Context: an optimization exercise on an open-source flow, tuned for small area, a short achievable clock period and few clock cycles per item. The choices shown serve that exercise and are no tape-out recipe. At most, simulation tests tie the RTL to the original design; equivalence was not proved.

==> flow/design.v (excerpt) <==
module mult32x32_fast (
    input logic clk,
    input logic reset,
    input logic start,
    input logic [31:0] a,
    input logic [31:0] b,
    output logic busy,
    output logic [63:0] product
);
wire [47:0] sum;
logic [15:0] L;
logic two;
wire go = start & ~busy;
wire [15:0] m = busy ? b[31:16] : b[15:0];
wire cy16;
wire [48:0] HS = {hsr[48], hsr[47], hsr[46], hsr[45], hsr[44], hsr[43], hsr[42], hsr[41], hsr[40], hsr[39], hsr[38], hsr[37], hsr[36], hsr[35], hsr[34], hsr[33], hsr[32], hsr[31], hsr[30], hsr[29], hsr[28], hsr[27], hsr[26], hsr[25], hsr[24], hsr[23], hsr[22], hsr[21], hsr[20], hsr[19], hsr[18], hsr[17], hsr[16], hsr[15], hsr[14], hsr[13], hsr[12], hsr[11], hsr[10], hsr[9], hsr[8], hsr[7], hsr[6], hsr[5], hsr[4], hsr[3], hsr[2], hsr[1], hsr[0]};
wire [48:0] HC = {hcr[48], hcr[47], hcr[46], hcr[45], hcr[44], hcr[43], hcr[42], hcr[41], hcr[40], hcr[39], hcr[38], hcr[37], hcr[36], hcr[35], hcr[34], hcr[33], hcr[32], hcr[31], hcr[30], hcr[29], hcr[28], hcr[27], hcr[26], hcr[25], hcr[24], hcr[23], hcr[22], hcr[21], hcr[20], hcr[19], hcr[18], hcr[17], hcr[16], hcr[15], hcr[14], hcr[13], hcr[12], hcr[11], hcr[10], hcr[9], hcr[8], hcr[7], hcr[6], hcr[5], hcr[4], hcr[3], hcr[2], hcr[1], hcr[0]};
wire [32:0] accs = {33{busy}} & HS[48:16];
wire [32:0] accc = {33{busy}} & HC[48:16];
wire c16b = busy & cy16;
logic [48:0] hsr;
logic [48:0] hcr;
wire one0_0, two0_0, neg0_0;
mencm0 ue0_0 (.s(busy), .l2(b[1]), .l1(b[0]), .h2(b[17]), .h1(b[16]), .one(one0_0), .two(two0_0), .neg(neg0_0));
wire one0_1, two0_1, neg0_1;
mencm0 ue0_1 (.s(busy), .l2(b[1]), .l1(b[0]), .h2(b[17]), .h1(b[16]), .one(one0_1), .two(two0_1), .neg(neg0_1));
wire one0_2, two0_2, neg0_2;
mencm0 ue0_2 (.s(busy), .l2(b[1]), .l1(b[0]), .h2(b[17]), .h1(b[16]), .one(one0_2), .two(two0_2), .neg(neg0_2));
wire neg0 = neg0_0;
wire pp0_0 = ((one0_0 & a[0]) | (two0_0 & 1'b0)) ^ neg0;
wire pp0_1;
mbpp upp0_1 (.one(one0_0), .two(two0_0), .neg(neg0_0), .aj(a[1]), .ajm(a[0]), .p(pp0_1));
wire pp0_2;
  ...
export LEC_CHECK = 0
export CAP_MARGIN = 20
export CORE_MARGIN = 2
export CORE_UTILIZATION = 40
export CTS_BUF_LIST = sky130_fd_sc_hd__clkbuf_4 sky130_fd_sc_hd__clkbuf_8
export SETUP_SLACK_MARGIN = 4.8
export SLEW_MARGIN = 20
export SYNTH_HIERARCHICAL = 1
export SYNTH_MINIMUM_KEEP_SIZE = 0
export TNS_END_PERCENT = 0
create_clock -name core_clock -period 10.0 [get_ports {clk}]
standard.sh (not shown) runs the stock make flow with config.mk's settings and CLKGATE_MAP_FILE= SYNTH_SCRIPT=/design/flow/synth_recipe.tcl, a recipe that flattens the netlist after the stock synthesis.
==> flow/flow/run.sh <==
#!/bin/bash
# Own layout flow: the standard synthesis and layout (standard.sh), with two changes:
#  - before floorplanning, every combinational cell of the synthesized netlist is set to
#    the smallest drive strength of its footprint (flow/resize.py); registers are untouched,
#    and the layout's repair steps size cells up again where needed;
#  - ports are buffered with buf_2 instead of the default port buffer.
# Each tool's output goes to a log file in this folder.
set -euo pipefail
R=orfs/results/sky130hd/mult32x32_fast/base
export BUFFER_PORTS_ARGS="-buffer_cell sky130_fd_sc_hd__buf_2"
bash standard.sh synth > synth.log 2>&1
python3 flow/resize.py "$FLOW_HOME/platforms/sky130hd/lib/sky130_fd_sc_hd__tt_025C_1v80.lib" $R/1_2_yosys.v > resize.log 2>&1
touch $R/1_2_yosys.v
bash standard.sh > layout.log 2>&1
Other scripts of this flow, unchanged in this note and not shown: flow/flow/resize.py
The first run completed with no timing, DRC or antenna violations.
Change:
==> flow/flow/run.sh (replaced) <==
#!/bin/bash
# Own layout flow: the standard synthesis and layout (standard.sh), with these changes:
#  - before floorplanning, each combinational cell of the synthesized netlist gets the drive
#    strength its fanout calls for (flow/resize.py): the smallest variant of its footprint for
#    a small fanout, larger ones for large fanouts. Registers are untouched; the layout's repair
#    steps size cells again where slew, capacitance or timing need it;
#  - ports are buffered with buf_2 instead of the default port buffer;
#  - timing repair only sizes cells up and swaps pins (no buffering or cloning), and the
#    repair after global routing is skipped (the repair after clock tree synthesis remains).
# Each tool's output goes to a log file in this folder.
set -euo pipefail
R=orfs/results/sky130hd/mult32x32_fast/base
export BUFFER_PORTS_ARGS="-buffer_cell sky130_fd_sc_hd__buf_2"
export SKIP_INCREMENTAL_REPAIR=1
export SETUP_MOVE_SEQUENCE="sizeup,swap"
bash standard.sh synth > synth.log 2>&1
python3 flow/resize.py "$FLOW_HOME/platforms/sky130hd/lib/sky130_fd_sc_hd__tt_025C_1v80.lib" $R/1_2_yosys.v > resize.log 2>&1
touch $R/1_2_yosys.v
bash standard.sh > layout.log 2>&1
Final area went down by 3.1%; synthesized area does not change; die area stays the same; fmax went down by 3.1%; clock-buffer cell count stays the same; critical path depth goes down by 1.
Change:
==> flow/flow/run.sh (replaced) <==
#!/bin/bash
# Own layout flow: the standard synthesis and layout (standard.sh), with two changes:
#  - before floorplanning, every combinational cell of the synthesized netlist is set to
#    the smallest drive strength of its footprint (flow/resize.py); registers are untouched,
#    and the layout's repair steps size cells up again where needed;
#  - ports are buffered with buf_2 instead of the default port buffer.
# Each tool's output goes to a log file in this folder.
set -euo pipefail
R=orfs/results/sky130hd/mult32x32_fast/base
export BUFFER_PORTS_ARGS="-buffer_cell sky130_fd_sc_hd__buf_2"
bash standard.sh synth > synth.log 2>&1
python3 flow/resize.py "$FLOW_HOME/platforms/sky130hd/lib/sky130_fd_sc_hd__tt_025C_1v80.lib" $R/1_2_yosys.v > resize.log 2>&1
touch $R/1_2_yosys.v
bash standard.sh > layout.log 2>&1
Settings changed: SETUP_SLACK_MARGIN 4.8 to 5.0.
Non-clock buffer count climbs by 34.
Routed wire length came out higher by a few percent.
Cell area rises by a few percent.
Via count rises slightly.
Synthesized area is unchanged.
Cell count climbs slightly.
Change:
Settings changed: CTS_BUF_LIST sky130_fd_sc_hd__clkbuf_4 sky130_fd_sc_hd__clkbuf_8 to unset, SETUP_SLACK_MARGIN 5.0 to 4.8.
Result: The new run produced a clean layout. Die area does not change. Hold slack hardly moves. Fmax falls by 1.9%. Setup slack gets worse by 0.11 ns. Final cell count stays flat. Cell area stays flat.
Function was not checked in any run of this note: the RTL went through the layout flow alone.

* * *

mult32x32_fast, a different RTL version from the one above (not shown whole).
Size in the first run: roughly 1900 cells after synthesis, ~130 I/O pins, ~19000 um2 of cells after synthesis.
export LEC_CHECK = 0
export CAP_MARGIN = 20
export CORE_MARGIN = 2
export CORE_UTILIZATION = 40
export SETUP_SLACK_MARGIN = 4.0
export SLEW_MARGIN = 20
export SYNTH_HIERARCHICAL = 1
export SYNTH_MINIMUM_KEEP_SIZE = 0
export TNS_END_PERCENT = 0
create_clock -name core_clock -period 10.0 [get_ports {clk}]
==> flow/flow/run.sh <==
#!/bin/bash
# Own layout flow: the standard synthesis and layout (standard.sh), with two changes:
#  - before floorplanning, every combinational cell of the synthesized netlist is set to
#    the smallest drive strength of its footprint (flow/resize.py); registers are untouched,
#    and the layout's repair steps size cells up again where needed;
#  - ports are buffered with buf_2 instead of the default port buffer.
# Each tool's output goes to a log file in this folder.
set -euo pipefail
R=orfs/results/sky130hd/mult32x32_fast/base
export BUFFER_PORTS_ARGS="-buffer_cell sky130_fd_sc_hd__buf_2"
bash standard.sh synth > synth.log 2>&1
python3 flow/resize.py "$FLOW_HOME/platforms/sky130hd/lib/sky130_fd_sc_hd__tt_025C_1v80.lib" $R/1_2_yosys.v > resize.log 2>&1
touch $R/1_2_yosys.v
bash standard.sh > layout.log 2>&1
Other scripts of this flow, unchanged in this note and not shown: flow/flow/resize.py
The baseline ran to the end with no violations.
Rerun with:
--- a/flow/config.mk
+++ b/flow/config.mk
@@ -10,3 +10,3 @@
 export CORE_UTILIZATION = 40
-export SETUP_SLACK_MARGIN = 4.0
+export SETUP_SLACK_MARGIN = 4.8
 export SLEW_MARGIN = 20
First-iteration DRC count goes down by 7.0%.
Final area goes up by 7.0%.
Synthesized cell count is unchanged.
Fmax goes up by 9.1%.
Final cell count goes up by 1.9%.
Critical path depth goes down by 2.
Sequential cell count is unchanged.
Non-clock buffer count goes up by 49.
No run of this note included a check of the RTL's function; only the layout flow was run.

* * *

Another version of the RTL of mult32x32_fast (not shown whole).
For scale: about 1500 cells after synthesis, about 130 I/O pins, roughly 0.017 sq mm of cells after synthesis.
make LEC_CHECK=0 CAP_MARGIN=20 CORE_MARGIN=2 CORE_UTILIZATION=40 SETUP_SLACK_MARGIN=3 SLEW_MARGIN=20 SYNTH_HIERARCHICAL=1 SYNTH_MINIMUM_KEEP_SIZE=0 TNS_END_PERCENT=0 finish   # period 10.0 ns
run.sh (not shown) runs the stock make flow with config.mk's settings and CLKGATE_MAP_FILE= SYNTH_SCRIPT=/design/flow/synth_recipe.tcl, a recipe that flattens the netlist after the stock synthesis.
Stock flow here: none of the scripts above is used.
Testbench counts at the start, summed over its fixed seeds: cycles 4,794, items 3,200.
Next try:
--- a/flow/config.mk
+++ b/flow/config.mk
@@ -15 +14,0 @@
-export TNS_END_PERCENT = 0
Worst hold slack hardly moves.
Non-clock buffer count increases by 17.
Wire length increases by 1.6%.
Clock skew hardly moves.
Sequential share of layout area decreases by 0.30 points.
Cell area increases by 3.8%.
Synthesized area does not change.

* * *

## red
mult32x32_fast, a different RTL version from the one above (not shown whole).
For scale: roughly 1700 cells after synthesis, roughly 18000 um2 of cells after synthesis.
clock: 10.0 ns
lec_check: 0
cap_margin: 20
core_margin: 2
core_utilization: 40
cts_buf_list: sky130_fd_sc_hd__clkbuf_4 sky130_fd_sc_hd__clkbuf_8
setup_slack_margin: 4.8
slew_margin: 20
synth_hierarchical: 1
synth_minimum_keep_size: 0
tns_end_percent: 0
standard.sh (not shown) runs the stock make flow with config.mk's settings and CLKGATE_MAP_FILE= SYNTH_SCRIPT=/design/flow/synth_recipe.tcl, a recipe that flattens the netlist after the stock synthesis.
Scripts as last shown in full above: flow/flow/run.sh
Other scripts of this flow, unchanged in this note and not shown: flow/flow/resize.py
red: PASS, flow complete, no timing, DRC or antenna violations
Testbench counts of red, summed over its fixed seeds: cycles 4,794, items 3,200.
## Diff of input files: blue against red
==> flow/flow/run.sh <==
#!/bin/bash
# Own layout flow: the standard synthesis and layout (standard.sh), with these changes:
#  - before floorplanning, each combinational cell of the synthesized netlist gets the drive
#    strength its fanout calls for (flow/resize.py): the smallest variant of its footprint for
#    a small fanout, larger ones for large fanouts. Registers are untouched; the layout's repair
#    steps size cells again where slew, capacitance or timing need it;
#  - ports are buffered with buf_2 instead of the default port buffer;
#  - timing repair only sizes cells up and swaps pins (no buffering or cloning), and the
#    repair after global routing is skipped (the repair after clock tree synthesis remains).
# Each tool's output goes to a log file in this folder.
set -euo pipefail
R=orfs/results/sky130hd/mult32x32_fast/base
export BUFFER_PORTS_ARGS="-buffer_cell sky130_fd_sc_hd__buf_2"
export SKIP_INCREMENTAL_REPAIR=1
export SETUP_MOVE_SEQUENCE="sizeup,swap"
bash standard.sh synth > synth.log 2>&1
python3 flow/resize.py "$FLOW_HOME/platforms/sky130hd/lib/sky130_fd_sc_hd__tt_025C_1v80.lib" $R/1_2_yosys.v > resize.log 2>&1
touch $R/1_2_yosys.v
bash standard.sh > layout.log 2>&1
==> comparison <==
Of the two values seen for cell with the biggest individual delay on the critical path, o21ai_2 was produced by blue and fa_2 by red.
Routed wire length, red and blue: lower on blue
Core utilization for blue is lower than for red.
Compared blue vs red, and area added between synthesis and finish is down in blue.
| met3 capacity usage during global routing | red vs blue | ≈ equal |
In the reports for red and blue, the larger routed metal-1 wire length belongs to red.
The inputs of green differ from those of blue as listed below.
==> flow/flow/run.sh <==
#!/bin/bash
# Own layout flow: the standard synthesis and layout (standard.sh), with two changes:
#  - before floorplanning, every combinational cell of the synthesized netlist is set to
#    the smallest drive strength of its footprint (flow/resize.py); registers are untouched,
#    and the layout's repair steps size cells up again where needed;
#  - ports are buffered with buf_2 instead of the default port buffer.
# Each tool's output goes to a log file in this folder.
set -euo pipefail
R=orfs/results/sky130hd/mult32x32_fast/base
export BUFFER_PORTS_ARGS="-buffer_cell sky130_fd_sc_hd__buf_2"
export SKIP_INCREMENTAL_REPAIR=1
bash standard.sh synth > synth.log 2>&1
python3 flow/resize.py "$FLOW_HOME/platforms/sky130hd/lib/sky130_fd_sc_hd__tt_025C_1v80.lib" $R/1_2_yosys.v > resize.log 2>&1
touch $R/1_2_yosys.v
bash standard.sh > layout.log 2>&1
### Flow results
green: PASS, flow complete, no timing, DRC or antenna violations. Compared with blue, placement density in the core of green is higher. Detailed router's first-iteration violation count in green vs blue: up 4.6%. On final critical-path share of the clock period, green and blue are neck and neck. Going from blue to green, maximum operating frequency about even.
Input changes introduced in orange (baseline for comparison: green):
- a change of SETUP_SLACK_MARGIN from 4.8 to 4.4
-- flow/flow/run.sh --
<<< green, line 11
export SKIP_INCREMENTAL_REPAIR=1
bash standard.sh synth > synth.log 2>&1
>>> orange, line 11
export SKIP_INCREMENTAL_REPAIR=1
export SETUP_MOVE_SEQUENCE="sizeup,swap"
bash standard.sh synth > synth.log 2>&1
Findings:
Taking green as the reference, in orange global-route wire length before repair down about 1.8%, register fraction of the total cell area up 0.45 points, area after detailed placement now smaller.
Global-route usage: orange vs green down 0.44 points
Comparing orange and green, the higher stage delay of the slowest cell on the critical path is on orange.
Non-clock buffer count shrinks by a little under 10% when moving from green to orange.
Fmax: orange below green
## Diff of input files: purple against orange
- SETUP_SLACK_MARGIN changed from 4.4 to 4.8
-- flow/flow/run.sh --
<<< orange, line 10
export BUFFER_PORTS_ARGS="-buffer_cell sky130_fd_sc_hd__buf_2"
export SKIP_INCREMENTAL_REPAIR=1
export SETUP_MOVE_SEQUENCE="sizeup,swap"
bash standard.sh synth > synth.log 2>&1
>>> purple, line 10
export BUFFER_PORTS_ARGS="-buffer_cell sky130_fd_sc_hd__buf_2"
export RECOVER_POWER=100
bash standard.sh synth > synth.log 2>&1
[summary]
To summarise purple: no stage aborted, but the layout did not pass its checks, failing on max-capacitance violations, max-slew violations. From orange to purple the numbers moved as follows: final cell count rose 71, clock-buffer cell count fell 1, clock transition at the registers of the reported paths about even, first-iteration DRC count fell 11%. Data arrival at the endpoint of the critical path came out lower on purple than on orange. In purple, the multi-input combinational cell area came out 6.7% above the value in orange.

* * *

== job 101 ==
Another version of the RTL of mult32x32_fast (not shown whole).
Size: about 1800 cells after synthesis, about 130 I/O pins, about 18000 um2 of cells after synthesis.
Settings: LEC_CHECK=0, CAP_MARGIN=20, CORE_MARGIN=2, CORE_UTILIZATION=40, CTS_BUF_LIST=sky130_fd_sc_hd__clkbuf_4 sky130_fd_sc_hd__clkbuf_8, SETUP_SLACK_MARGIN=4.8, SLEW_MARGIN=20, SYNTH_HIERARCHICAL=1, SYNTH_MINIMUM_KEEP_SIZE=0, TNS_END_PERCENT=0; clock period 10.0 ns.
==> flow/flow/run.sh <==
#!/bin/bash
# Own layout flow: the standard synthesis and layout (standard.sh), with these changes:
#  - before floorplanning, each combinational cell of the synthesized netlist gets the drive
#    strength its fanout calls for (flow/resize.py): the smallest variant of its footprint for
#    a small fanout, larger ones for large fanouts. Registers are untouched; the layout's repair
#    steps size cells again where slew, capacitance or timing need it;
#  - ports are buffered with buf_2 instead of the default port buffer;
#  - timing repair only sizes cells up and swaps pins (no buffering or cloning), and the
#    repair after global routing is skipped (the repair after clock tree synthesis remains).
# Each tool's output goes to a log file in this folder.
set -euo pipefail
R=orfs/results/sky130hd/mult32x32_fast/base
export BUFFER_PORTS_ARGS="-buffer_cell sky130_fd_sc_hd__buf_2"
export SKIP_INCREMENTAL_REPAIR=1
export SETUP_MOVE_SEQUENCE="sizeup,swap"
bash standard.sh synth > synth.log 2>&1
python3 flow/resize.py "$FLOW_HOME/platforms/sky130hd/lib/sky130_fd_sc_hd__tt_025C_1v80.lib" $R/1_2_yosys.v > resize.log 2>&1
touch $R/1_2_yosys.v
bash standard.sh > layout.log 2>&1
Other scripts of this flow, unchanged in this note and not shown: flow/flow/resize.py
diff inputs: job 101 => job 105
--- a/flow/flow/run.sh
+++ b/flow/flow/run.sh
@@ -16,3 +16,3 @@
 bash standard.sh synth > synth.log 2>&1
-python3 flow/resize.py "$FLOW_HOME/platforms/sky130hd/lib/sky130_fd_sc_hd__tt_025C_1v80.lib" $R/1_2_yosys.v > resize.log 2>&1
+python3 flow/resize.py "$FLOW_HOME/platforms/sky130hd/lib/sky130_fd_sc_hd__tt_025C_1v80.lib" $R/1_2_yosys.v 3 12 > resize.log 2>&1
 touch $R/1_2_yosys.v
==> results.txt <==
For job 101, the critical path launch point was b[5], unlike job 105, where it was b[3].
Job 105: weighted congestion at the end of routability-driven global placement is about 1% higher than what job 101 reported.
Job 105 against job 101: longest individual stage delay on the worst path up 20 ps, global-route usage fell by 1.2 points, cell area after synthesis rose about 1.3%.
The run with more routed wire is job 101, not job 105.
No functional check of the RTL was part of any run of this note.

-- port drivers added, routing unchanged --
The results above use ideal ports. As a check the final layouts listed here were re-extracted and re-timed, cells and wires unchanged.
Step 1, drivers: a clkbuf_16 drives clk and a buf_2 each remaining input, both assumed.
Step 2 times the ports against the registers' clock, not the clock port: input delays grow and output delays shrink by t, the midpoint of the rising clock arrivals with the driver on.
Slacks: no drivers / after step 1 / after step 2; pairs: no drivers / after step 1.
run | t (ns) | setup WS [ns] | latest minus earliest clock arrival (ns) | worst register clock-pin slew, ns | worst data-port slew with drivers (ns)
the first run of note 1 | 0.496 | 4.616 / 4.621 / 4.125 | 0.027 / 0.026 | 0.10 / 0.10 | 0.05
the second run of note 1 | 0.495 | 4.446 / 4.475 / 3.980 | 0.031 / 0.030 | 0.10 / 0.10 | 0.04
the third run of note 1 | 0.496 | 4.616 / 4.621 / 4.125 | 0.027 / 0.026 | 0.10 / 0.10 | 0.05
the fourth run of note 1 | 0.475 | 4.511 / 4.537 / 4.062 | 0.020 / 0.021 | 0.07 / 0.07 | 0.06
the first run of note 2 | 0.478 | 4.160 / 4.132 / 3.774 | 0.021 / 0.022 | 0.07 / 0.07 | 0.04
the second run of note 2 | 0.485 | 4.649 / 4.677 / 4.192 | 0.020 / 0.020 | 0.07 / 0.07 | 0.05
the first run of note 3 | 0.389 | 2.476 / 2.493 / 2.104 | 0.014 / 0.014 | 0.07 / 0.07 | 0.04
the second run of note 3 | 0.383 | 2.514 / 2.528 / 2.145 | 0.016 / 0.016 | 0.07 / 0.07 | 0.06
red | 0.502 | 4.677 / 4.629 / 4.127 | 0.032 / 0.032 | 0.10 / 0.10 | 0.15
blue | 0.494 | 4.507 / 4.529 / 4.035 | 0.025 / 0.025 | 0.10 / 0.10 | 0.05
green | 0.504 | 4.521 / 4.531 / 4.039 | 0.029 / 0.029 | 0.10 / 0.10 | 0.05
orange | 0.492 | 4.272 / 4.284 / 3.800 | 0.020 / 0.019 | 0.09 / 0.09 | 0.06
purple | 0.504 | 3.021 / 2.973 / 3.056 | 0.032 / 0.033 | 0.11 / 0.11 | 0.15
job 101 | 0.520 | 4.451 / 4.465 / 3.945 | 0.019 / 0.018 | 0.09 / 0.09 | 0.07
job 105 | 0.510 | 4.467 / 4.430 / 3.920 | 0.028 / 0.028 | 0.10 / 0.10 | 0.10
The setup slack of red, which loses most, moves by -0.048 ns with the drivers and by -0.550 ns with both steps.
